This design comes from an exercise in tuning for small area on the open sky130 flow, not from production work.
RTL that was checked went through simulation tests only; none was proved equivalent to the original.
Power is estimated from default activity; no workload was simulated.

==> flow/design.v <==
module top(
  input  wire       mclk,
  input  wire       rst,
  input  wire [3:0] switch_in,
  output wire [6:0] SEG1,  
  output wire [6:0] SEG2,  
  output wire [6:0] SEG3,  
  output wire [6:0] SEG4,  
  output wire [6:0] SEG5,  
  output wire [6:0] SEG6,  
  output wire [7:0] LED
);
localparam [18:0] POL1 = 19'h2aaaa;
localparam [17:0] POL2 = 18'h2aaaa;
reg [18:0] r1;
reg        h1;
reg [17:0] r2;
reg        h2;
wire [18:0] x1 = r1 ^ POL1;
wire [17:0] x2 = r2 ^ POL2;
wire t1 = (r1 == (19'h32971 ^ POL1));
wire t2 = (r2 == (18'h01d62 ^ POL2));
wire tick1 = t1 & ~h1;
wire tick2 = t2 & ~h2;
wire [18:0] n1 = (rst | t1) ? 19'd0 : {x1[17:0], ~(x1[18] ^ x1[5])};
wire [17:0] n2 = (rst | t2) ? 18'd0 : {x2[16:0], ~(x2[17] ^ x2[6])};
always @(posedge mclk) begin
  r1 <= n1 ^ POL1;
  r2 <= n2 ^ POL2;
  if (rst | t1) h1 <= ~rst & ~h1;
  if (rst | t2) h2 <= ~rst & ~h2;
end
reg [3:0] s1n, s2, s3n, B;
wire [3:0] rise = s2 & s3n;
wire [3:0] fall = ~s3n & ~s2;
wire [3:0] rsel = {rise[3] & ~|rise[2:0], rise[2] & ~|rise[1:0], rise[1] & ~rise[0], rise[0]};
wire [3:0] fsel = {fall[3] & ~|fall[2:0], fall[2] & ~|fall[1:0], fall[1] & ~fall[0], fall[0]} & {4{~|rise}};
wire [3:0] press = rsel & ~B;
always @(posedge mclk) begin
  if (rst) begin
    s1n <= 4'hf; s2 <= 4'd0; s3n <= 4'hf; B <= 4'd0;
  end else begin
    s1n <= ~switch_in; s2 <= ~s1n; s3n <= ~s2;
    B <= (B | rsel) & ~fsel;
  end
end
function [2:0] cinc;
  input [2:0] c;
  cinc = {(c[2] & ~c[1]) | (c[1] & c[0]), (c[0] & ~c[1]) | (c[1] & ~c[0] & ~c[2]), ~c[0] & ~(c[2] & c[1])};
endfunction
reg m1, m2;           
reg [2:0] ct, ca;     
reg E;
always @(posedge mclk) begin
  if (rst | press[0]) begin m1 <= ~rst & ~m1 & ~m2; m2 <= ~rst & m1; end
  if (rst | (press[1] & m1)) ct <= cinc(ct) & {3{~rst}};
  if (rst | (press[1] & m2)) ca <= cinc(ca) & {3{~rst}};
  if (rst | press[3]) E <= ~rst & ~E;
end
reg [18:0] P, T, A;
wire        m0 = ~m1 & ~m2;
wire [18:0] V = ({19{m1}} & T) | ({19{m2}} & A) | ({19{m0}} & P);
wire [2:0]  cur = ({3{m1}} & ct) | ({3{m2}} & ca);    
wire        sen = m0 ? tick1 : press[2];
wire [5:0]  cdec = {cur[2] & cur[0], cur[2] & ~cur[1] & ~cur[0], cur[1] & cur[0], ~cur[2] & cur[1] & ~cur[0], ~cur[2] & ~cur[1] & cur[0], ~cur[2] & ~cur[1] & ~cur[0]};
wire [5:0]  sel = {6{sen}} & cdec;
wire [3:0] vs = V[3:0];
wire [2:0] vs10 = V[6:4];
wire [3:0] vm = V[10:7];
wire [2:0] vm10 = V[13:11];
wire [3:0] vh = V[17:14];
wire       vh10 = V[18];
wire e0 = sel[0];
wire e1 = (e0 & vs[3] & vs[0]) | sel[1];
wire e2 = (e1 & vs10[2] & vs10[0]) | sel[2];
wire e3 = (e2 & vm[3] & vm[0]) | sel[3];
wire e4 = (e3 & vm10[2] & vm10[0]) | sel[4];
wire h9 = vh[3] & vh[0];
wire h11 = vh10 & ~vh[3] & ~vh[2] & ~vh[1] & vh[0];
wire [18:0] tog = {
  (e4 & (h9 | h11)) | sel[5],
  e4 & vh[0] & (vh[3] | (vh[2] & vh[1])), e4 & vh[1] & vh[0], e4 & vh[0] & ~vh[3] & ~h11, e4,
  e3 & vm10[0] & (vm10[1] | vm10[2]), e3 & vm10[0] & ~vm10[2], e3,
  e2 & vm[0] & (vm[3] | (vm[2] & vm[1])), e2 & vm[1] & vm[0], e2 & vm[0] & ~vm[3], e2,
  e1 & vs10[0] & (vs10[1] | vs10[2]), e1 & vs10[0] & ~vs10[2], e1,
  e0 & vs[0] & (vs[3] | (vs[2] & vs[1])), e0 & vs[1] & vs[0], e0 & vs[0] & ~vs[3], e0};
wire [18:0] W = (V ^ tog) & {19{~rst}};    
always @(posedge mclk) begin
  P <= ({19{rst | m0}} & W) | ({19{~rst & m1 & tick1}} & T) | ({19{~rst & ~m0 & ~(m1 & tick1)}} & P);
  if (rst | m1) T <= W;
  if (rst | m2) A <= W;
end
wire s_ge = (P[3] & ~A[3]) | (~(P[3] ^ A[3]) & ((P[2] & ~A[2]) | (~(P[2] ^ A[2]) &
            ((P[1] & ~A[1]) | (~(P[1] ^ A[1]) & (P[0] | ~A[0]))))));
wire ring = E & (P[18:7] == A[18:7]) & (s_ge ? (P[6:4] == A[6:4]) : (P[6:4] == {A[6] ^ (A[5] & A[4]), A[5] ^ A[4], ~A[4]}));
reg K;
always @(posedge mclk) begin
  if (rst | tick2) K <= ~rst & ring & ~K;
end
assign LED = {m1, m2, E, {5{K}}};
wire        blk = ~h2 & (m1 | m2);
function [6:0] dec4;
  input [3:0] d;
  begin
  dec4[0] = (~d[0]&~d[2]) | (d[0]&~d[1]&d[2]) | (d[1]&~d[3]) | (~d[1]&d[3]);
  dec4[1] = (~d[0]&~d[1]) | (~d[2]) | (d[0]&d[1]&~d[3]);
  dec4[2] = (~d[1]) | (d[0]&~d[2]) | (d[2]&~d[3]);
  dec4[3] = ~((~d[0]&~d[1]&d[2]) | (d[0]&d[1]&d[2]) | (d[0]&~d[1]&~d[2]&~d[3]));
  dec4[4] = ~((d[0]) | (~d[1]&d[2]));
  dec4[5] = ~((d[0]&d[1]) | (d[1]&~d[2]) | (d[0]&~d[2]&~d[3]));
  dec4[6] = ~((d[0]&d[1]&d[2]) | (~d[1]&~d[2]&~d[3]));
  end
endfunction
function [6:0] dec3;
  input [2:0] d;
  begin
  dec3[0] = ~((~d[0]&d[2]) | (d[0]&~d[1]&~d[2]));
  dec3[1] = (~d[0]&~d[1]) | (~d[2]);
  dec3[2] = (d[0]) | (~d[1]);
  dec3[3] = ~((~d[0]&d[2]) | (d[0]&~d[1]&~d[2]));
  dec3[4] = (~d[0]&~d[2]);
  dec3[5] = ~((d[1]) | (d[0]&~d[2]));
  dec3[6] = (d[1]&~d[2]) | (~d[1]&d[2]);
  end
endfunction
wire [5:0] bd = {6{blk}} & cdec;
assign SEG6 = dec4(V[3:0] | {4{bd[0]}});
assign SEG5 = dec3({V[6] | bd[1], V[5] | bd[1], V[4] & ~bd[1]});
assign SEG4 = dec4(V[10:7] | {4{bd[2]}});
assign SEG3 = dec3({V[13] | bd[3], V[12] | bd[3], V[11] & ~bd[3]});
assign SEG2 = dec4(V[17:14] | {4{bd[4]}});
assign SEG1 = {1'b0, {3{~V[18] & ~bd[5]}}, {2{~bd[5]}}, ~V[18] & ~bd[5]};
endmodule
Settings: LEC_CHECK=0, ABC_AREA=0, CAP_MARGIN=20, CORE_MARGIN=2, CORE_UTILIZATION=40, SLEW_MARGIN=20; clock period 10.0 ns.
standard.sh (not shown) runs the stock make flow with config.mk's settings and CLKGATE_MAP_FILE= SYNTH_SCRIPT=/design/flow/synth_recipe.tcl, a recipe that flattens the netlist after the stock synthesis.
==> flow/flow/run.sh <==
#!/bin/bash
# The standard layout (standard.sh), with two changes made through the
# variables ORFS reads:
#  - each port gets the smallest buffer cell (buf_1) as its port buffer;
#  - clock tree synthesis uses clkbuf_4 (clkbuf_8 at the root) and inserts no
#    dummy loads.
# All of make's output goes to standard.log in this folder.
export BUFFER_PORTS_ARGS="-buffer_cell sky130_fd_sc_hd__buf_1"
export CTS_ARGS="-sink_clustering_enable -repair_clock_nets -dont_use_dummy_load -buf_list {sky130_fd_sc_hd__clkbuf_4} -root_buf sky130_fd_sc_hd__clkbuf_8"
bash standard.sh > standard.log 2>&1
Rerun with:
--- a/flow/design.v
+++ b/flow/design.v
@@ -62,8 +62,7 @@
 wire [18:0] V = ({19{m1}} & T) | ({19{m2}} & A) | ({19{m0}} & P);
 wire [2:0]  cur = ({3{m1}} & ct) | ({3{m2}} & ca);    
 wire        sen = m0 ? tick1 : press[2];
-wire [5:0]  cdec = {cur[2] & cur[0], cur[2] & ~cur[1] & ~cur[0], cur[1] & cur[0], ~cur[2] & cur[1] & ~cur[0], ~cur[2] & ~cur[1] & cur[0], ~cur[2] & ~cur[1] & ~cur[0]};
-wire [5:0]  sel = {6{sen}} & cdec;
+wire [5:0]  sel = {6{sen}} & {cur == 3'd5, cur == 3'd4, cur == 3'd3, cur == 3'd2, cur == 3'd1, cur == 3'd0};
 wire [3:0] vs = V[3:0];
 wire [2:0] vs10 = V[6:4];
 wire [3:0] vm = V[10:7];
@@ -86,7 +85,7 @@
   e0 & vs[0] & (vs[3] | (vs[2] & vs[1])), e0 & vs[1] & vs[0], e0 & vs[0] & ~vs[3], e0};
 wire [18:0] W = (V ^ tog) & {19{~rst}};    
 always @(posedge mclk) begin
-  P <= ({19{rst | m0}} & W) | ({19{~rst & m1 & tick1}} & T) | ({19{~rst & ~m0 & ~(m1 & tick1)}} & P);
+  P <= ({19{rst | m0}} & W) | ({19{~rst & m1 & tick1}} & V) | ({19{~rst & ~m0 & ~(m1 & tick1)}} & P);
   if (rst | m1) T <= W;
   if (rst | m2) A <= W;
 end
@@ -123,7 +122,7 @@
   dec3[6] = (d[1]&~d[2]) | (~d[1]&d[2]);
   end
 endfunction
-wire [5:0] bd = {6{blk}} & cdec;
+wire [5:0] bd = {6{blk}} & {cur == 3'd5, cur == 3'd4, cur == 3'd3, cur == 3'd2, cur == 3'd1, cur == 3'd0};
 assign SEG6 = dec4(V[3:0] | {4{bd[0]}});
 assign SEG5 = dec3({V[6] | bd[1], V[5] | bd[1], V[4] & ~bd[1]});
 assign SEG4 = dec4(V[10:7] | {4{bd[2]}});
The changed run completed without violations.
Global-route usage fell by 0.54 points.
Core utilization decreases by 0.36 points.
Worst hold slack gains 0.021 ns.
Worst setup slack improved by 0.0040 ns.
Routed wire length came out higher by 3.4%.
Total power climbs by 0.66%.
Fmax hardly moves.
Area after synthesis grows by 4.2%.
Sequential power decreases by about 0.9%.
Design area is higher by 3.4%.
Clock skew is higher by 0.0055 ns.
Only the layout flow was run in the second run of this note; the RTL was not checked for function there.

==> separate check: timing with driven ports <==
How much do the figures lean on ideal ports? The routed layouts below were timed once more, with nothing changed but the port constraints.
Step 1 (the two cells are an assumption about what drives the block):
set clk [get_ports {mclk}]
set_driving_cell -lib_cell sky130_fd_sc_hd__clkbuf_16 $clk
set_driving_cell -lib_cell sky130_fd_sc_hd__buf_2 [delete_from_list [all_inputs] $clk]
Step 2 adds t to the input delays and takes it off the output delays; t is the mean of the earliest and latest rising clock arrival at the registers after step 1. Input paths then give back, and output paths get back, about the clock's delay inside the block.
Three values: ideal, step 1, step 2; two values: the first two.
run | shift t [ns] | setup WS [ns] | worst setup path after step 2 | slew at the worst register clock pin (ns) | pins driven straight from the clock port
the first run | 0.434 | 4.631 / 4.597 / 5.031 | register to output | 0.11 / 0.11 | 1
the second run | 0.444 | 4.635 / 4.597 / 5.041 | register to output | 0.12 / 0.12 | 1
After both steps setup and hold are still met in every run listed.
